This design comes from an exercise in tuning for small area on the open sky130 flow, not from production work.
No run shown here included a check of the RTL's function; only the layout flow was run.
Power is estimated from default activity; no workload was simulated.

==> flow/design.v <==
module kl10_vma (
  input clk,
  input ad_13_h,
  input ad_14_h,
  input ad_15_h,
  input ad_16_a_h,
  input ad_17_a_h,
  input ad_18_a_h,
  input ad_19_h,
  input ad_20_h,
  input ad_21_h,
  input ad_22_a_h,
  input ad_23_a_h,
  input ad_24_a_h,
  input ad_25_h,
  input ad_26_h,
  input ad_27_h,
  input ad_28_a_h,
  input ad_29_a_h,
  input ad_30_a_h,
  input ad_31_h,
  input ad_32_h,
  input ad_33_h,
  input ad_34_a_h,
  input ad_35_a_h,
  input con_cond_sel_vma_h,
  input con_cond_vma_gets_num_h,
  input con_datao_apr_l,
  input con_load_prev_context_l,
  input cram_num_00_a_h,
  input cram_num_01_a_h,
  input cram_num_02_a_h,
  input cram_num_03_a_h,
  input cram_num_04_a_h,
  input csh3_gate_vma_27_33_h,
  input ctl1_load_pc_l,
  input diag_04_b_h,
  input diag_05_b_h,
  input diag_06_b_h,
  input diag_read_func_15x_l,
  input mcl1_load_vma_held_l,
  input mcl2_vma_read_or_write_l,
  input mcl4_vma_gets_ad_h,
  input mcl4_vma_inc_h,
  input mcl4_vmax_sel_1_h,
  input mcl4_vmax_sel_2_h,
  input mcl5_vmax_en_l,
  input mcl6_vma_fetch_h,
  input n_con_cond_vma_gets_num_l,
  input n_con_vma_sel_1_h,
  input n_con_vma_sel_2_h,
  input n_mcl2_vma_extended_h,
  input n_mcl5_adr_err_l,
  input n_mcl6_page_uebr_ref_a_l,
  input n_vma1_ac_ref_a_h,
  input n_vma1_local_ac_address_h,
  input n_vma1_misc_eq_0_h,
  input n_vma1_vma_section_0_1_l,
  input n_vma1_vma_section_0_h,
  input n_vma2_vma_12_l,
  input n_vma2_vma_13_l,
  input n_vma2_vma_14_l,
  input n_vma2_vma_15_l,
  input n_vma2_vma_16_l,
  input n_vma2_vma_17_l,
  input n_vma2_vma_18_l,
  input n_vma2_vma_19_l,
  input n_vma2_vma_20_l,
  input n_vma2_vma_21_l,
  input n_vma2_vma_22_l,
  input n_vma2_vma_23_l,
  input n_vma2_vma_24_l,
  input n_vma2_vma_25_l,
  input n_vma2_vma_26_l,
  input n_vma2_vma_27_l,
  input n_vma2_vma_28_l,
  input n_vma2_vma_29_l,
  input n_vma2_vma_30_l,
  input n_vma2_vma_31_l,
  input n_vma3_match_13_35_h,
  input n_vma3_pc_section_0_h,
  input n_vma4_pcs_section_0_h,
  input n_vma4_prev_sec_13_l,
  input n_vma4_prev_sec_14_l,
  input n_vma4_prev_sec_15_l,
  input scd3_trap_mix_32_h,
  input scd3_trap_mix_33_h,
  input scd3_trap_mix_34_h,
  input scd3_trap_mix_35_h,
  output ebus_d11,
  output ebus_d13,
  output ebus_d15,
  output ebus_d17,
  output ebus_d19,
  output ebus_d21,
  output ebus_d23,
  output ebus_d25,
  output ebus_d27,
  output ebus_d29,
  output ebus_d31,
  output ebus_d33,
  output ebus_d35,
  output vma1_ac_ref_a_h,
  output vma1_ac_ref_a_l,
  output vma1_ac_ref_h,
  output vma1_local_ac_address_l,
  output vma1_vma_32_b_h,
  output vma1_vma_33_b_h,
  output vma1_vma_34_b_h,
  output vma1_vma_35_b_h,
  output vma1_vma_section_0_l,
  output vma2_vma_12_h,
  output vma2_vma_13_a_h,
  output vma2_vma_14_a_h,
  output vma2_vma_15_a_h,
  output vma2_vma_16_a_h,
  output vma2_vma_17_a_h,
  output vma2_vma_17_h,
  output vma2_vma_18_h,
  output vma2_vma_19_h,
  output vma2_vma_20_h,
  output vma2_vma_21_a_h,
  output vma2_vma_21_h,
  output vma2_vma_22_a_h,
  output vma2_vma_22_h,
  output vma2_vma_23_a_h,
  output vma2_vma_23_h,
  output vma2_vma_24_a_h,
  output vma2_vma_24_h,
  output vma2_vma_25_a_h,
  output vma2_vma_25_h,
  output vma2_vma_26_a_h,
  output vma2_vma_26_h,
  output vma2_vma_27_h,
  output vma2_vma_28_h,
  output vma2_vma_29_h,
  output vma2_vma_30_h,
  output vma2_vma_31_h,
  output vma2_vma_32_h,
  output vma2_vma_33_h,
  output vma2_vma_34_h,
  output vma2_vma_35_h,
  output vma3_match_13_35_l,
  output vma3_pc_section_0_l,
  output vma4_pcs_section_0_l,
  output vma4_vma_13_in_h,
  output vma4_vma_14_in_h,
  output vma4_vma_15_in_h,
  output vma4_vma_16_in_h,
  output vma4_vma_17_in_h,
  output vma_18_a_h,
  output vma_19_a_h,
  output vma_20_a_h,
  output vma_27_g_h,
  output vma_28_g_h,
  output vma_29_g_h,
  output vma_30_g_h,
  output vma_31_g_h,
  output vma_32_g_h,
  output vma_33_g_h,
  output vma_ac_ref_l,
  output vma_held_or_pc_13_h,
  output vma_held_or_pc_14_h,
  output vma_held_or_pc_15_h,
  output vma_held_or_pc_16_h,
  output vma_held_or_pc_17_h,
  output vma_held_or_pc_18_h,
  output vma_held_or_pc_19_h,
  output vma_held_or_pc_20_h,
  output vma_held_or_pc_21_h,
  output vma_held_or_pc_22_h,
  output vma_held_or_pc_23_h,
  output vma_held_or_pc_24_h,
  output vma_held_or_pc_25_h,
  output vma_held_or_pc_26_h,
  output vma_held_or_pc_27_h,
  output vma_held_or_pc_28_h,
  output vma_held_or_pc_29_h,
  output vma_held_or_pc_30_h,
  output vma_held_or_pc_31_h,
  output vma_held_or_pc_32_h,
  output vma_held_or_pc_33_h,
  output vma_held_or_pc_34_h,
  output vma_held_or_pc_35_h
);
  reg  [12:35] vma;
  reg  [13:35] brk;
  reg  [13:35] pc;
  reg          pc_sec0_l;
  reg  [13:35] held;
  reg  [13:17] psec;
  wire [13:35] ad = {ad_13_h, ad_14_h, ad_15_h, ad_16_a_h, ad_17_a_h, ad_18_a_h, ad_19_h,
                     ad_20_h, ad_21_h, ad_22_a_h, ad_23_a_h, ad_24_a_h, ad_25_h, ad_26_h,
                     ad_27_h, ad_28_a_h, ad_29_a_h, ad_30_a_h, ad_31_h, ad_32_h, ad_33_h,
                     ad_34_a_h, ad_35_a_h};
  wire [12:31] nv = {n_vma2_vma_12_l, n_vma2_vma_13_l, n_vma2_vma_14_l, n_vma2_vma_15_l,
                     n_vma2_vma_16_l, n_vma2_vma_17_l, n_vma2_vma_18_l, n_vma2_vma_19_l,
                     n_vma2_vma_20_l, n_vma2_vma_21_l, n_vma2_vma_22_l, n_vma2_vma_23_l,
                     n_vma2_vma_24_l, n_vma2_vma_25_l, n_vma2_vma_26_l, n_vma2_vma_27_l,
                     n_vma2_vma_28_l, n_vma2_vma_29_l, n_vma2_vma_30_l, n_vma2_vma_31_l};
  wire [32:35] trap = {scd3_trap_mix_32_h, scd3_trap_mix_33_h, scd3_trap_mix_34_h, scd3_trap_mix_35_h};
  wire [0:4]   num = {cram_num_00_a_h, cram_num_01_a_h, cram_num_02_a_h, cram_num_03_a_h, cram_num_04_a_h};
  wire         gn = con_cond_vma_gets_num_h;
  wire [4:0]   s32 = {1'b0, trap} + {1'b0, pc[32:35]} + {4'b0, mcl4_vma_inc_h};
  wire         cry32 = s32[4];
  wire         t20 = &pc[20:23];
  wire         t24 = &pc[24:27];
  wire         t28 = &pc[28:31];
  wire         cry28 = t28 & cry32;
  wire         cry24 = t20 & cry32;         
  wire         cry20 = t28 & t24 & t20 & cry32;
  wire [3:0]   s28 = pc[28:31] + {3'b0, cry32};
  wire [3:0]   s24 = pc[24:27] + {3'b0, cry28};
  wire [3:0]   s20 = pc[20:23] & {4{~cry24}};
  wire [1:0]   s18 = pc[18:19] + {1'b0, cry20};
  wire [18:35] vad = gn ? {9'b0, num, trap} : {s18, s20, s24, s28, s32[3:0]};
  wire         vmax_en = ~(mcl5_vmax_en_l | n_con_cond_vma_gets_num_l);
  reg  [12:17] vin_x;
  always @* begin
    case ({mcl4_vmax_sel_2_h, mcl4_vmax_sel_1_h})
      2'b00: vin_x = vma[12:17];
      2'b01: vin_x = {1'b0, pc[13:17]};
      2'b10: vin_x = {1'b0, psec};
      default: vin_x = {1'b0, ad[13:17]};
    endcase
  end
  wire [12:17] vin_hi = vin_x & {6{vmax_en}};
  wire [12:35] vin = {vin_hi, mcl4_vma_gets_ad_h ? ad[18:35] : vad};
  wire         vload = ~n_con_vma_sel_2_h & ~n_con_vma_sel_1_h;
  wire         vup   = n_con_vma_sel_2_h & ~n_con_vma_sel_1_h;
  wire         vdn   = ~n_con_vma_sel_2_h & n_con_vma_sel_1_h;
  wire [12:35] vones, vzeros;
  assign vones[35] = 1'b1;
  assign vzeros[35] = 1'b1;
  genvar gi;
  generate for (gi = 12; gi < 35; gi = gi + 1) begin : g_cnt
    assign vones[gi] = vones[gi+1] & vma[gi+1];
    assign vzeros[gi] = vzeros[gi+1] & ~vma[gi+1];
  end endgenerate
  wire [12:35] vt = (vones & {24{vup}}) | (vzeros & {24{vdn}});
  wire [12:35] vnext = vload ? vin : (vma ^ vt);
  always @(posedge clk) begin
    vma <= vnext;
    if (!con_datao_apr_l) brk <= ad;
    if (!ctl1_load_pc_l) begin
      pc <= vma[13:35];
      pc_sec0_l <= vma1_vma_section_0_l;
    end
    if (!mcl1_load_vma_held_l) held <= vma[13:35];
    if (!con_load_prev_context_l) psec <= ad[13:17];
  end
  assign vma1_vma_section_0_l = |nv[13:17];
  wire   sec01_h = ~|nv[13:16];
  wire   local_l = ~(n_mcl2_vma_extended_h | mcl6_vma_fetch_h | sec01_h);
  wire   misc_l = nv[18] | nv[19] | nv[12] | n_mcl5_adr_err_l | (|nv[28:31]);
  wire   e2027_l = |nv[20:27];
  wire   acref_l = e2027_l | misc_l | n_mcl6_page_uebr_ref_a_l | mcl2_vma_read_or_write_l | local_l;
  assign vma_ac_ref_l = acref_l;
  assign vma1_ac_ref_h = ~acref_l;
  assign vma1_ac_ref_a_l = acref_l;
  assign vma1_ac_ref_a_h = ~acref_l;
  assign vma4_pcs_section_0_l = psec[17] | n_vma4_prev_sec_13_l | n_vma4_prev_sec_14_l | n_vma4_prev_sec_15_l;
  assign vma1_local_ac_address_l = n_vma1_vma_section_0_1_l | local_l | misc_l | e2027_l;
  assign vma3_match_13_35_l = |(brk ^ vma[13:35]);
  assign vma3_pc_section_0_l = pc_sec0_l;
  assign vma2_vma_12_h = vma[12];
  assign {vma2_vma_13_a_h, vma2_vma_14_a_h, vma2_vma_15_a_h, vma2_vma_16_a_h, vma2_vma_17_a_h} = vma[13:17];
  assign {vma2_vma_17_h, vma2_vma_18_h, vma2_vma_19_h, vma2_vma_20_h, vma2_vma_21_h, vma2_vma_22_h,
          vma2_vma_23_h, vma2_vma_24_h, vma2_vma_25_h, vma2_vma_26_h, vma2_vma_27_h, vma2_vma_28_h,
          vma2_vma_29_h, vma2_vma_30_h, vma2_vma_31_h, vma2_vma_32_h, vma2_vma_33_h, vma2_vma_34_h,
          vma2_vma_35_h} = vma[17:35];
  assign {vma_18_a_h, vma_19_a_h, vma_20_a_h} = vma[18:20];
  assign {vma2_vma_21_a_h, vma2_vma_22_a_h, vma2_vma_23_a_h, vma2_vma_24_a_h, vma2_vma_25_a_h,
          vma2_vma_26_a_h} = vma[21:26];
  assign {vma1_vma_32_b_h, vma1_vma_33_b_h, vma1_vma_34_b_h, vma1_vma_35_b_h} = vma[32:35];
  assign {vma_27_g_h, vma_28_g_h, vma_29_g_h, vma_30_g_h, vma_31_g_h, vma_32_g_h, vma_33_g_h} =
         vma[27:33] & {7{csh3_gate_vma_27_33_h}};
  assign {vma4_vma_13_in_h, vma4_vma_14_in_h, vma4_vma_15_in_h, vma4_vma_16_in_h, vma4_vma_17_in_h} = vin[13:17];
  wire [13:35] hop;
  wire         hop_sel_h = con_cond_sel_vma_h;
  wire         hop_sel_l = ~con_cond_sel_vma_h;
  generate for (gi = 13; gi <= 35; gi = gi + 1) begin : g_hop
    kl10_vma_ao22 u_hop (.a(held[gi]), .sa(hop_sel_h), .b(pc[gi]), .sb(hop_sel_l), .y(hop[gi]));
  end endgenerate
  assign {vma_held_or_pc_13_h, vma_held_or_pc_14_h, vma_held_or_pc_15_h, vma_held_or_pc_16_h,
          vma_held_or_pc_17_h, vma_held_or_pc_18_h, vma_held_or_pc_19_h, vma_held_or_pc_20_h,
          vma_held_or_pc_21_h, vma_held_or_pc_22_h, vma_held_or_pc_23_h, vma_held_or_pc_24_h,
          vma_held_or_pc_25_h, vma_held_or_pc_26_h, vma_held_or_pc_27_h, vma_held_or_pc_28_h,
          vma_held_or_pc_29_h, vma_held_or_pc_30_h, vma_held_or_pc_31_h, vma_held_or_pc_32_h,
          vma_held_or_pc_33_h, vma_held_or_pc_34_h, vma_held_or_pc_35_h} = hop;
  wire [2:0] s = {diag_04_b_h, diag_05_b_h, diag_06_b_h};
  wire       en = ~diag_read_func_15x_l;
  wire [7:0] dsel;
  genvar gk;
  generate for (gk = 0; gk < 8; gk = gk + 1) begin : g_dec
    assign dsel[gk] = en & (s == gk);
  end endgenerate
  assign ebus_d13 = |({n_vma1_ac_ref_a_h, held[13], held[14], held[15], n_vma1_misc_eq_0_h, pc[13], pc[14], pc[15]} & dsel);
  assign ebus_d15 = |({n_vma3_match_13_35_h, vma[13], vma[14], vma[15], n_vma1_local_ac_address_h, brk[13], brk[14], brk[15]} & dsel);
  assign ebus_d17 = |({held[16], held[17], held[18], held[19], pc[16], pc[17], pc[18], pc[19]} & dsel);
  assign ebus_d19 = |({vma[16], vma[17], vma[18], vma[19], brk[16], brk[17], brk[18], brk[19]} & dsel);
  assign ebus_d21 = |({held[20], held[21], held[22], held[23], pc[20], pc[21], pc[22], pc[23]} & dsel);
  assign ebus_d23 = |({vma[20], vma[21], vma[22], vma[23], brk[20], brk[21], brk[22], brk[23]} & dsel);
  wire [7:0] dseli = {dsel[0], dsel[1], dsel[2], dsel[3], dsel[4], dsel[5], dsel[6], dsel[7]};
  assign ebus_d11 = |({n_vma1_vma_section_0_h, n_vma3_pc_section_0_h, n_vma4_pcs_section_0_h, psec[17], psec[16], psec[15], psec[14], psec[13]} & dseli);
  assign ebus_d25 = |({pc[27], pc[26], pc[25], pc[24], held[27], held[26], held[25], held[24]} & dseli);
  assign ebus_d27 = |({brk[27], brk[26], brk[25], brk[24], vma[27], vma[26], vma[25], vma[24]} & dseli);
  assign ebus_d29 = |({pc[31], pc[30], pc[29], pc[27], held[31], held[30], held[29], held[28]} & dseli);
  assign ebus_d31 = |({brk[31], brk[30], brk[29], brk[27], vma[31], vma[30], vma[29], vma[28]} & dseli);
  assign ebus_d33 = |({pc[35], pc[34], pc[33], pc[32], held[35], held[34], held[33], held[32]} & dseli);
  assign ebus_d35 = |({brk[35], brk[34], brk[33], brk[32], vma[35], vma[34], vma[33], vma[32]} & dseli);
endmodule
module kl10_vma_ao22 (input a, sa, b, sb, output y);
  assign y = (a & sa) | (b & sb);
endmodule
==> flow/flow/run.sh <==
#!/bin/bash
# The standard layout, with three changes:
#  - synthesis maps the logic with an area-oriented ABC script (flow/area.abc); the
#    registers, their names and cell types are those of the standard synthesis;
#  - the ports are buffered by the smallest buffer cell;
#  - clock tree synthesis inserts no dummy loads.
set -euo pipefail
HERE=$(pwd)
export MY_ABC_SCRIPT=$HERE/flow/area.abc
bash standard.sh SYNTH_SCRIPT=$HERE/flow/synth.tcl \
  'BUFFER_PORTS_ARGS=-buffer_cell sky130_fd_sc_hd__buf_1' \
  'CTS_ARGS=-sink_clustering_enable -repair_clock_nets -dont_use_dummy_load -buf_list sky130_fd_sc_hd__clkbuf_8' \
  GPL_KEEP_OVERFLOW=0 \
  finish > make_flow.log 2>&1
==> flow/flow/area.abc <==
&get -n
&st
&syn3
&dch -f
&nf -R 1000 -a
&put
topo
==> flow/flow/synth.tcl <==
# The standard flow's synthesis script, with ABC's mapping script replaced by the one named in MY_ABC_SCRIPT.
proc synth {args} {
  global abc_args
  if { [info exists abc_args] && [info exists ::env(MY_ABC_SCRIPT)] } {
    set i [lsearch -exact $abc_args -script]
    if { $i >= 0 } { lset abc_args [expr {$i + 1}] $::env(MY_ABC_SCRIPT) }
  }
  yosys synth -nofsm -noshare {*}$args
}
source $::env(SCRIPTS_DIR)/synth.tcl
# left out here: clear keep_hierarchy, flatten, clean up, hide names made inside functions, write 1_2_yosys.v
==> flow/standard.sh <==
#!/bin/bash
# synth_recipe.tcl (not shown) runs the flow's synth.tcl, then flattens the netlist and writes it again
# the make line also repeats each setting of config.mk as NAME=value (left out here)
make -C /OpenROAD-flow-scripts/flow DESIGN_CONFIG=/design/flow/config.mk WORK_HOME=/design/flow/orfs CLKGATE_MAP_FILE= SYNTH_SCRIPT=/design/flow/synth_recipe.tcl "${@:-finish}"
==> flow/config.mk <==
export PLATFORM = sky130hd
export DESIGN_NAME = kl10_vma
export DESIGN_NICKNAME = kl10_vma
export VERILOG_FILES = /design/flow/design.v
export SDC_FILE = /design/flow/constraint.sdc
export NUM_CORES = 4
export LEC_CHECK = 0
export CAP_MARGIN = 20
export CORE_MARGIN = 2
export CORE_UTILIZATION = 60
export SLEW_MARGIN = 20
export SYNTH_HIERARCHICAL = 1
==> flow/constraint.sdc <==
create_clock -name core_clock -period 4.5 [get_ports {clk}]
set_input_delay 0.9000 -clock core_clock [delete_from_list [all_inputs] [get_ports {clk}]]
set_output_delay 0.9000 -clock core_clock [all_outputs]
set_load 0.01 [all_outputs]
==> flow_metrics.tcl, run 1 <==
set metrics [dict create \
    status "complete, no violations" \
    gp_congestion 0.863 \
    ir_drop_mv 0.291 \
    start_util_pct 61.9 \
    grt_setup_unrepaired "false" \
    viasPerCell 6.28 \
    synthCells 487 \
    relSlewSlack_pct 30.8 \
    place_area_sq_mm 0.00623 \
    cts_hold_buf 0 \
    dpl.hpwl_microns 11300 \
    clockBufferDepth 2 \
    grt_pass1_vias 4814 \
    num_vias 4882 \
    io_pins 183 \
    ant_nets 0 \
    end_kind "flip-flop" \
    p_leak_uw 0.00217 \
    layout-drive-gt1-share_pct 6.57 \
    cts_root_buf "clkbuf_8" \
    grt_pass1_wl_microns 24700 \
    post-route-period-util_pct 95.2 \
    clk_latency_ps 360 \
    tightest_slew_ps 1040 \
    synthToLayoutAreaGrowth_pct 18.8 \
    finalSetupViolCount 0 \
    layout_min_cycle_time_ps 4280 \
    clk_pin_slew_worst_paths_ps 100 \
    cp-start-kind "primary input" \
    drt-initial-drc-count 463 \
    finalNonFillerCells 778 \
    antenna_found_initial 0 \
    drt_pass1_iterations 5 \
    syn_avg_cell_area_sq_um 11.1 \
    antenna_cells 0 \
    die_w_microns 99.1 \
    die_h_microns 99.1 \
    regToRegStartpoint "vma[35]$_DFF_P_" \
    syn_area_sq_mm 0.00542 \
    stdcell_area_sq_mm 0.00644 \
    grt-ovfl-total 0 \
    reg2reg_setup_slack_ps 550 \
    required_ps 4790 \
    synth_seq_cells 99 \
    rows 34 \
    totalWireLength_microns 15900 \
    crit_path_max_fanout 4 \
    cts_tree "done" \
    drc_errors 0 \
    nets 773 \
    port_buffers 182 \
    cts.htree.levels 3 \
    finClkSkew_ps 23.7 \
    placedCellCount 768 \
    core-area_sq_mm 0.00876 \
    crit_end "vma[12]$_DFF_P_" \
    drv_slew 0 \
    min_from "vma[12]$_DFF_P_" \
    arrival_ps 4580 \
    finalHoldViolCount 0 \
    cts_buffers 9 \
    maxCapViolations 0 \
    fmax_mhz 233 \
    criticalPathCategory "primary input to flip-flop" \
    reg2regPathDepth 16 \
    drt-wirelength-per-cell_microns 20.4 \
    grt_usage_pct 32.8 \
    hold_path_class "flip-flop to flip-flop" \
    p_per_area_mw_per_mm2 380 \
    die_area_sq_mm 0.00982 \
    clock_sinks 99 \
    crit_start "n_con_vma_sel_2_h" \
    r2r-end "vma[12]$_DFF_P_" \
    yosys_warnings 7 \
    grt_start_max_net_pins 45 \
    synth_cell_types 38 \
    yosysSeqAreaShare_pct 50.4 \
]
[routing by layer]
layer | share of wire, % | vias to the layer above | global-route usage (%)
met5 | 0 | - | 0
met2 | 48 | 302 | 52.7
met3 | 10 | 35 | 5.39
met1 | 40 | 2275 | 45.7
li1 | - | 2270 | -
met4 | 2.1 | 0 | 11.2
[cell families (layout without fill, tap and decap cells)]
family | after synthesis | count (layout) | synth area share, %
compound gates | 135 | 135 | 17.9
xor+xnor | 51 | 51 | 8.24
buf+inv | 32 | 215 | 3.32
simple gates | 148 | 148 | 14.1
flops | 99 | 99 | 50.4
mux | 9 | 9 | 2.84
fa+ha+maj | 13 | 13 | 3.28
[cells in the mapped netlist]
cell type	number	area, sq um
a211oi_1	5	37.5
a21o_1	2	15.0
a21oi_1	18	90.1
a221oi_1	2	17.5
a222oi_1	18	180
a22o_1	27	236
a22oi_1	22	165
a31oi_1	3	18.8
and2_0	7	43.8
and3_1	7	43.8
and4_1	1	8.76
buf_4	16	120
clkinv_1	16	60.1
dfxtp_1	24	480
edfxtp_1	75	2250
fa_1	2	40.0
ha_1	11	138
mux2_1	1	11.3
mux2i_1	3	30.0
mux4_2	5	113
nand2_1	32	120
nand2b_1	8	50.1
nand3_1	15	75.1
nand4_1	15	93.8
nor2_1	23	86.3
nor2b_1	12	75.1
nor3_1	8	40.0
nor4_1	11	68.8
o21a_1	1	7.51
o21ai_0	27	135
o21bai_1	2	15.0
o22ai_1	7	43.8
o31ai_1	1	7.51
or2_0	2	12.5
or3_1	6	37.5
or4_1	1	7.51
xnor2_1	31	272
xor2_1	20	175
[through the flow]
stage | hold WS, ps | utilization (%) | setup slack [ps] | total power (uW) | setup TNS, ps
2_1_floorplan | 543 | - | 107 | 1740 | 0
3_3_place_gp | 528 | 69.9 | -587 | 1960 | -6530
5_1_grt | 580 | 73.5 | 4.55 | 2570 | 0
4_1_cts | 554 | 72.7 | 0.622 | 2430 | 0
6_report | 581 | 73.5 | 217 | 2450 | 0
3_5_place_dp | 540 | 71.1 | -503 | 1990 | -1490
[final cells by class]
class	count	area, sq um
Clock buffer	9	124
Fill cell	681	2320
Inverter	16	60.1
Multi-Input combinational cell	356	2630
Sequential cell	99	2730
Tap cell	108	135
Timing Repair Buffer	190	763
[worst max-delay path: stages]
cell and delay (ps):
buf_1 90, clkinv_1 70, ha_2 190, nand2b_4 70, nor4_4 170, nor2b_4 190, nor2b_4 150, nand2b_1 90
or3_4 350, or3_4 350, or3_4 350, or3_4 360, nor3_4 180, nand2b_1 110, or3_4 350, nor3_2 140
o21ai_0 120, xor2_1 190, o22ai_1 160
[registers in the layout, indices dropped and copies added, names as in the netlist]
signal	flops
pc_sec0_l	1
brk	23
pc	23
held	23
vma	24
psec	5
[Yosys stat by module (local to each module, per instance)]
module	flops+latches	copies in the design
kl10_vma_ao22	0	23
kl10_vma	99	1
[placed cells by master, fill, tap and decap left out, types with 3 or more instances in the layout]
| cell type | instances |
|---|---|
| edfxtp_1 | 75 |
| nand4_1 | 15 |
| nor2_1 | 20 |
| and3_1 | 7 |
| mux2i_1 | 3 |
| buf_1 | 181 |
| o21ai_0 | 27 |
| nor2_2 | 3 |
| clkbuf_8 | 9 |
| a31oi_1 | 3 |
| ha_1 | 9 |
| a21oi_1 | 18 |
| dfxtp_1 | 24 |
| xnor2_1 | 31 |
| o22ai_1 | 7 |
| a222oi_1 | 18 |
| clkinv_1 | 16 |
| nor4_1 | 9 |
| buf_6 | 3 |
| nand2b_1 | 7 |
| and2_0 | 7 |
| a22o_1 | 27 |
| mux4_2 | 5 |
| nand3_1 | 15 |
| nor2b_1 | 10 |
| a211oi_1 | 5 |
| nand2_1 | 32 |
| or3_4 | 5 |
| nor3_2 | 5 |
| xor2_1 | 20 |
| a22oi_1 | 22 |
[where the power goes]
| group | leakage, uW | internal [uW] | switching (uW) |
|---|---|---|---|
| Sequential | 0.000943 | 1150 | 234 |
| Combinational | 0.00116 | 276 | 339 |
| Clock | 0.0000647 | 180 | 274 |
| Total | 0.00217 | 1600 | 846 |
[timing repair]
| action | in CTS | in global routing |
|---|---|---|
| setup buffers | 0 | 1 |
| gates resized for setup | 3 | 13 |
| endpoints found under the setup margin | 3 | 4 |
| pin swaps | 1 | 3 |
[worst min path at each step]
stage / to / slack [ps] / depth (start not counted)
after floorplan: vma[12]$_DFF_P_ / 540 / 2
after global placement: vma[12]$_DFF_P_ / 530 / 2
after detailed placement: vma[12]$_DFF_P_ / 540 / 2
after CTS: vma[12]$_DFF_P_ / 550 / 2
after global routing: vma[12]$_DFF_P_ / 580 / 2
final: vma[12]$_DFF_P_ / 580 / 2
==> run 2: changes to the inputs <==
==> flow/flow/area.abc (replaced) <==
&get -n
&st
&dc2
&dch -f
&nf -R 1000 -a
&put
topo
==> run 2 against run 1 <==
Sequential share of layout area rose by 0.42 points. Clock skew rose by 8.9 ps. Synthesized cell count rose by 2.7%. Critical path type unchanged.
==> flow_metrics.tcl, run 2 <==
set metrics [dict create \
    maxCapViolations 0 \
    async_flop_share_pct 0 \
    crit_path_max_fanout 4 \
    end_kind "flip-flop" \
    power.total_uw 2320 \
    post-route-period-util_pct 98.1 \
    regMostFlops "vma" \
    cts_hold_buf 0 \
    drt-wirelength-per-cell_microns 20.4 \
    start_util_pct 61.8 \
    tightest_slew_ps 1120 \
    cp-start-kind "primary input" \
    setup_ws_ps 87.1 \
    layout_min_cycle_time_ps 4410 \
    clk_pin_slew_worst_paths_ps 70 \
    synth_common_cells "75 x edfxtp_1, 42 x o21ai_0, 35 x a21oi_1, 35 x nand2_1, 26 x a22o_1" \
    stdcell_area_sq_mm 0.00638 \
    criticalPathCategory "primary input to flip-flop" \
    finClkSkew_ps 32.6 \
    nets 790 \
    synthFlopType "edfxtp_1" \
    fin_util_pct 73.5 \
    layout_common_cells "181 x buf_1, 75 x edfxtp_1, 41 x o21ai_0" \
    largest_reg_flops 24 \
    finalSetupViolCount 0 \
    cts.htree.levels 3 \
    synth_cell_types 41 \
    status "complete, no violations" \
    grt_start_max_net_pins 32 \
    syn_area_sq_mm 0.00536 \
    synth_seq_cells 99 \
    viasPerCell 6.48 \
    place_area_sq_mm 0.00617 \
    synthToLayoutAreaGrowth_pct 19.1 \
    layout-drive-gt1-share_pct 5.97 \
    die_area_sq_mm 0.00970 \
    totalWireLength_microns 16200 \
    grt_pass1_wl_microns 24300 \
    synth.area.top_cells "edfxtp_1 42%, dfxtp_1 9.0%, a22o_1 4.2%, o21ai_0 3.9%, a222oi_1 3.7%" \
    yosysMostFrequentCell "edfxtp_1" \
    fmax_mhz 227 \
    arrival_ps 4660 \
    grt-ovfl-total 0 \
    yosysSeqAreaShare_pct 51.0 \
    num_vias 5151 \
    clk_latency_ps 370 \
    pre_cts_slack_ps -401 \
    syn_avg_cell_area_sq_um 10.7 \
    cts_buffers 9 \
    grt_usage_pct 32.3 \
    drt_pass1_iterations 6 \
    grt_pass1_vias 4771 \
    gp_congestion 0.872 \
    ant_nets 0 \
    clockBufferDepth 2 \
    crit_start "n_con_vma_sel_2_h" \
    yosys_warnings 7 \
    die_h_microns 98.5 \
    p_leak_uw 0.00218 \
    hold_path_class "flip-flop to flip-flop" \
    reg2reg_setup_slack_ps 380 \
    drc_errors 0 \
    synth_top_area_share_pct 42.0 \
    drt-initial-drc-count 454 \
    yosys.area.top_type "edfxtp_1" \
    clock_sinks 99 \
    synthCells 500 \
    dpl.hpwl_microns 11500 \
    min_from "vma[12]$_DFF_P_" \
    drv_slew 0 \
    ir_drop_mv 0.257 \
    synth_enable_flop_cells 75 \
    die_w_microns 98.5 \
    required_ps 4740 \
    relSlewSlack_pct 25.6 \
    io_pins 183 \
    regToRegStartpoint "vma[35]$_DFF_P_" \
    cts_root_buf "clkbuf_8" \
    rows 34 \
    p_per_area_mw_per_mm2 364 \
    port_buffers 182 \
    antenna_found_initial 0 \
    core-area_sq_mm 0.00868 \
    setup_tns_ps 0 \
    antenna_cells 0 \
    grt_setup_unrepaired "true" \
    fillers 653 \
    layout_commonest_cell "buf_1" \
    cts_tree "done" \
    finalHoldViolCount 0 \
]
-- run 2: cell count changes after synthesis, sizes merged, moves of 6 or more --
cell / change
a21oi: +17
nor2b: -6
o21ai: +15
xnor2: -9
xor2: -6
-- run 2: critical path: stages --
cell and delay, ps:
buf_1 100, clkinv_1 70, ha_1 140, nand2b_1 80
or3_4 360, or3_4 360, or3_4 360, or4_4 470
nor3_4 150, nand2b_1 120, nor3_2 140, nand2b_1 110
or3_4 350, or3_4 370, nor2b_1 150, xnor2_1 120
mux2_1 300
-- run 2: cells by family after synthesis --
logic type      synth area share, %
compound gates                 22.1
fa+ha+maj                      3.32
buf+inv                        3.36
xor+xnor                       5.88
simple gates                   14.0
flops                          51.0
mux                           0.397
-- run 2: area by class of cell --
class / instances / area, sq um / share of cell area, %
timing repair buffer: 194 / 787 / 12.3
tap: 108 / 135 / 2.12
multi-input combinational: 369 / 2540 / 39.8
clock buffer: 9 / 124 / 1.94
inverter: 16 / 60.1 / 0.941
sequential: 99 / 2730 / 42.8
-- run 2: timing repair --
item                                    in CTS  in global routing
endpoints found under the hold margin        0                  0
gates resized for setup                      2                  7
cloned                                       0                  0
endpoints found under the setup margin       3                  4
pin swaps                                    1                  1
buffers inserted                             1                  5
-- run 2: worst paths after layout --
kind / to / cells after the start
max: vma[15]$_DFF_P_ / 17
min: vma[12]$_DFF_P_ / 1
max reg2reg: vma[15]$_DFF_P_ / 14
min reg2reg: vma[12]$_DFF_P_ / 1
-- run 2: routing by layer --
| layer | track usage (%) | wire [microns] | up-vias | share of wire, % |
|---|---|---|---|---|
| met3 | 7.09 | 1720 | 30 | 11 |
| met1 | 43.2 | 6270 | 2453 | 39 |
| li1 | - | - | 2350 | - |
| met5 | 0 | 0 | - | 0 |
| met4 | 8.64 | 251 | 0 | 1.5 |
| met2 | 53.8 | 7980 | 318 | 49 |
-- run 2: modules after synthesis (local to each module, per instance) --
module | cell area [sq um] | flip-flops and latches | cells
kl10_vma | 5160 | 99 | 477
kl10_vma_ao22 | 8.76 | 0 | 1
-- run 2: report_power, final --
part           total (uW)  internal (uW)  switching [uW]
combinational         547            233             315
sequential           1330           1130             198
clock                 448            180             268
total                2320           1540             781
-- run 2: metrics by stage --
step	instances	hold slack, ps
5_1_grt	795	531
2_1_floorplan	500	476
3_5_place_dp	780	484
3_3_place_gp	774	475
6_report	795	505
4_1_cts	790	503
==> run 3: changes to the inputs <==
--- a/flow/design.v
+++ b/flow/design.v
@@ -232,9 +232,3 @@
   wire [12:35] vones, vzeros;
-  assign vones[35] = 1'b1;
-  assign vzeros[35] = 1'b1;
-  genvar gi;
-  generate for (gi = 12; gi < 35; gi = gi + 1) begin : g_cnt
-    assign vones[gi] = vones[gi+1] & vma[gi+1];
-    assign vzeros[gi] = vzeros[gi+1] & ~vma[gi+1];
-  end endgenerate
+  kl10_vma_prefix u_prefix (.v(vma), .ones(vones), .zeros(vzeros));
   wire [12:35] vt = (vones & {24{vup}}) | (vzeros & {24{vdn}});
@@ -281,4 +275,5 @@
   wire         hop_sel_l = ~con_cond_sel_vma_h;
-  generate for (gi = 13; gi <= 35; gi = gi + 1) begin : g_hop
-    kl10_vma_ao22 u_hop (.a(held[gi]), .sa(hop_sel_h), .b(pc[gi]), .sb(hop_sel_l), .y(hop[gi]));
+  genvar gh;
+  generate for (gh = 13; gh <= 35; gh = gh + 1) begin : g_hop
+    kl10_vma_ao22 u_hop (.a(held[gh]), .sa(hop_sel_h), .b(pc[gh]), .sb(hop_sel_l), .y(hop[gh]));
   end endgenerate
@@ -312,2 +307,11 @@
 endmodule
+module kl10_vma_prefix (input [12:35] v, output [12:35] ones, output [12:35] zeros);
+  assign ones[35] = 1'b1;
+  assign zeros[35] = 1'b1;
+  genvar i;
+  generate for (i = 12; i < 35; i = i + 1) begin : g_chain
+    assign ones[i] = ones[i+1] & v[i+1];
+    assign zeros[i] = zeros[i+1] & ~v[i+1];
+  end endgenerate
+endmodule
 module kl10_vma_ao22 (input a, sa, b, sb, output y);
==> run 3 against run 2 <==
Die area up 2.7%. Clock-buffer cell count did not move. Combinational power grew 8.8%. Largest cell class unchanged. First-iteration DRC count increased by 29%. Synthesized area up 2.8%. Via count increased by 2.7%. Global-route usage up 1.7 points. Critical path type is now flip-flop to flip-flop. Critical path depth is 1 lower. Critical endpoint is now vma[13]$_DFF_P_. Synthesized cell count is 2.0% higher. Final area increased by 1.2%.
==> flow_metrics.tcl, run 3 <==
set metrics [dict create \
    gp_congestion 0.839 \
    finalSetupViolCount 0 \
    postCtsSetupBuffers 0 \
    relSlewSlack_pct 29.7 \
    antenna_found_initial 0 \
    stdcell_area_sq_mm 0.00645 \
    synthFlopType "edfxtp_1" \
    grt_pass1_vias 4964 \
    status "complete, no violations" \
    layout-drive-gt1-share_pct 4.33 \
    finalHoldViolCount 0 \
    regMostFlops "vma" \
    cts_buffers 9 \
    post-route-period-util_pct 80.1 \
    fmax_mhz 278 \
    grt-ovfl-total 0 \
    p_per_area_mw_per_mm2 371 \
    synth_common_cells "75 x edfxtp_1, 41 x o21ai_0, 39 x a22oi_1" \
    syn_avg_cell_area_sq_um 10.8 \
    reg2regPathDepth 16 \
    hold_depth 1 \
    cts.htree.levels 3 \
    grt_pass1_wl_microns 26000 \
    num_vias 5288 \
    finClkSkew_ps 17.9 \
    drt-wirelength-per-cell_microns 21.2 \
    synth.area.top_cells "edfxtp_1 41%, dfxtp_1 8.7%, a22oi_1 5.3%, a22o_1 4.9%, o21ai_0 3.7%" \
    clk_pin_slew_worst_paths_ps 90 \
    ctsResizeCount 0 \
    yosysMostFrequentCell "edfxtp_1" \
    drv_slew 0 \
    pre_cts_slack_ps 915 \
    yosys_warnings 7 \
    cts_root_buf "clkbuf_8" \
    place_area_sq_mm 0.00633 \
    hold_path_class "flip-flop to flip-flop" \
    synth_top_area_share_pct 40.9 \
    port_buffers 182 \
    path_cells "nor3_1, nand2b_1, nor4_1, nand2b_1, nor3_1, nand2b_1, nor3_1, nand2b_1, nor3_1, nand2b_1, nor3_1, nand2b_1, nor3_1, a22oi_1, xnor2_1, mux2_1" \
    maxCapViolations 0 \
    cp-start-kind "flip-flop" \
    clockBufferDepth 2 \
    start_util_pct 62.5 \
    layout_min_cycle_time_ps 3600 \
    regToRegStartpoint "vma[34]$_DFF_P_" \
    criticalPathCategory "flip-flop to flip-flop" \
    required_ps 4730 \
    cp_slowest_cell "dfxtp_1" \
    synthToLayoutAreaGrowth_pct 17.2 \
    largest_reg_flops 24 \
    crit_buf_inv 0 \
    drt-initial-drc-count 584 \
    cts_hold_buf 0 \
    drt_pass1_iterations 6 \
    yosys.area.top_type "edfxtp_1" \
    whs_endpoint "vma[12]$_DFF_P_" \
    antenna_cells 0 \
    die_w_microns 99.8 \
    crit_path_max_fanout 11 \
    min_from "vma[12]$_DFF_P_" \
    clock_sinks 99 \
    multiInputGateArea_sq_mm 0.00261 \
    ir_drop_mv 0.229 \
    dpl.hpwl_microns 12200 \
    grt_usage_pct 34.0 \
    drc_errors 0 \
    cts_tree "done" \
    placedCellCount 792 \
    ant_nets 0 \
    arrival_ps 3840 \
    yosysSeqAreaShare_pct 49.6 \
    rows 34 \
    io_pins 183 \
    async_flop_share_pct 0 \
    cp_top_family "simple AND/OR/NAND/NOR gates" \
    die_area_sq_mm 0.00996 \
    totalWireLength_microns 17000 \
    synth_cell_types 37 \
    tightest_slew_ps 1050 \
    layout_commonest_cell "buf_1" \
    synth_seq_cells 99 \
    whs_ps 510 \
    synth_enable_flop_cells 75 \
    end_kind "flip-flop" \
    p_leak_uw 0.00218 \
    nets 793 \
    setup_ws_ps 897 \
    grt_setup_unrepaired "false" \
    layout_common_cells "182 x buf_1, 75 x edfxtp_1, 41 x o21ai_0" \
    regArea_sq_mm 0.00273 \
    syn_area_sq_mm 0.00551 \
    grt_start_max_net_pins 25 \
    clk_latency_ps 360 \
    fillers 673 \
    r2r-end "vma[13]$_DFF_P_" \
    synthCells 510 \
    viasPerCell 6.60 \
    core-area_sq_mm 0.00881 \
    die_h_microns 99.8 \
    critPathMaxStageDelay_ps 420 \
    reg2reg_setup_slack_ps 900 \
    finalNonFillerCells 801 \
    fin_util_pct 73.3 \
]
-- run 3: kinds of logic after synthesis --
| kind of cell | synth area share (%) |
|---|---|
| simple gates | 13.4 |
| mux | 0.613 |
| buf+inv | 3.88 |
| compound gates | 23.0 |
| fa+ha+maj | 2.54 |
| xor+xnor | 6.84 |
| flops | 49.6 |
| other cells | 0.0681 |
-- run 3: layout make-up --
type                    instances  area share [%]
flip-flops and latches         99            42.3
inverters                      19            1.10
well taps                     108            2.09
repair buffers                192            12.2
clock buffers                   9            1.92
multi-input cells             374            40.4
-- run 3: through the flow --
| stage | power (uW) | TNS, ps |
|---|---|---|
| after global routing | 2520 | 0 |
| final | 2400 | 0 |
| after detailed placement | 1950 | 0 |
| after CTS | 2390 | 0 |
| after global placement | 1930 | -4600 |
| after floorplan | 1700 | 0 |
-- run 3: worst reg2reg max path, delay by kind of cell, from the launching register on --
kind,cells,cell delay (ps)
compound gates,1,130
xor+xnor,1,130
flops,1,420
mux,1,310
simple gates,13,2520
-- run 3: how the worst max path moves through the flow --
stage	to	slack, ps	startpoint	cells past startpoint
5_1_grt	vma[13]$_DFF_P_	550	vma[33]$_DFF_P_	16
3_3_place_gp	ebus_d33	-520	diag_06_b_h	5
3_5_place_dp	vma[30]$_DFF_P_	910	scd3_trap_mix_35_h	13
6_report	vma[13]$_DFF_P_	900	vma[34]$_DFF_P_	16
4_1_cts	vma[13]$_DFF_P_	970	vma[34]$_DFF_P_	16
2_1_floorplan	ebus_d33	1170	diag_06_b_h	3
-- run 3: metal layers --
| metal | track usage [%] | vias up | routed length [microns] |
|---|---|---|---|
| li1 | - | 2387 | - |
| met1 | 47.4 | 2499 | 6760 |
| met2 | 55.1 | 357 | 7870 |
| met3 | 6.27 | 45 | 1910 |
| met4 | 10.0 | 0 | 431 |
| met5 | 0 | - | 0 |
-- run 3: modules after synthesis, one instance, submodules excluded --
module           area (sq um)  flip-flops and latches  cells inside  copies in the design
kl10_vma                 5000                      99           432                     1
kl10_vma_prefix           302                       0            55                     1
kl10_vma_ao22            8.76                       0             1                    23
-- run 3: report_power, final --
group	switching, uW	leakage (uW)	internal (uW)
logic	346	0.00117	250
clock network	267	0.0000647	180
registers	213	0.000948	1140
total	826	0.00218	1570

afterwards: timing with drivers on the ports:
How much do the figures lean on ideal ports? The routed layouts below were timed once more, with nothing changed but the port constraints.
Step 1 assumes that a clkbuf_16 drives the clock port and a buf_2 every other input.
Step 2 adds t to the input delays and takes it off the output delays; t is the mean of the earliest and latest rising clock arrival at the registers after step 1. Input paths then give back, and output paths get back, about the clock's delay inside the block.
a / b / c = ideal / step 1 / step 2; a / b = the first two.
run	t (ns)	setup WS [ns]	hold WS [ns]	clock arrival spread, ns	pins driven straight from the clock port
run 1	0.385	0.217 / 0.227 / -0.158	0.581 / 0.581 / 0.581	0.024 / 0.024	1
run 2	0.383	0.087 / 0.084 / -0.299	0.505 / 0.505 / 0.505	0.035 / 0.034	1
run 3	0.376	0.897 / 0.897 / 0.844	0.510 / 0.510 / 0.510	0.017 / 0.017	1
With both steps, setup timing fails in run 1 and run 2, where it was met with ideal ports. The setup slack of run 2, which loses most, moves by -0.003 ns with the drivers and by -0.386 ns with both steps.
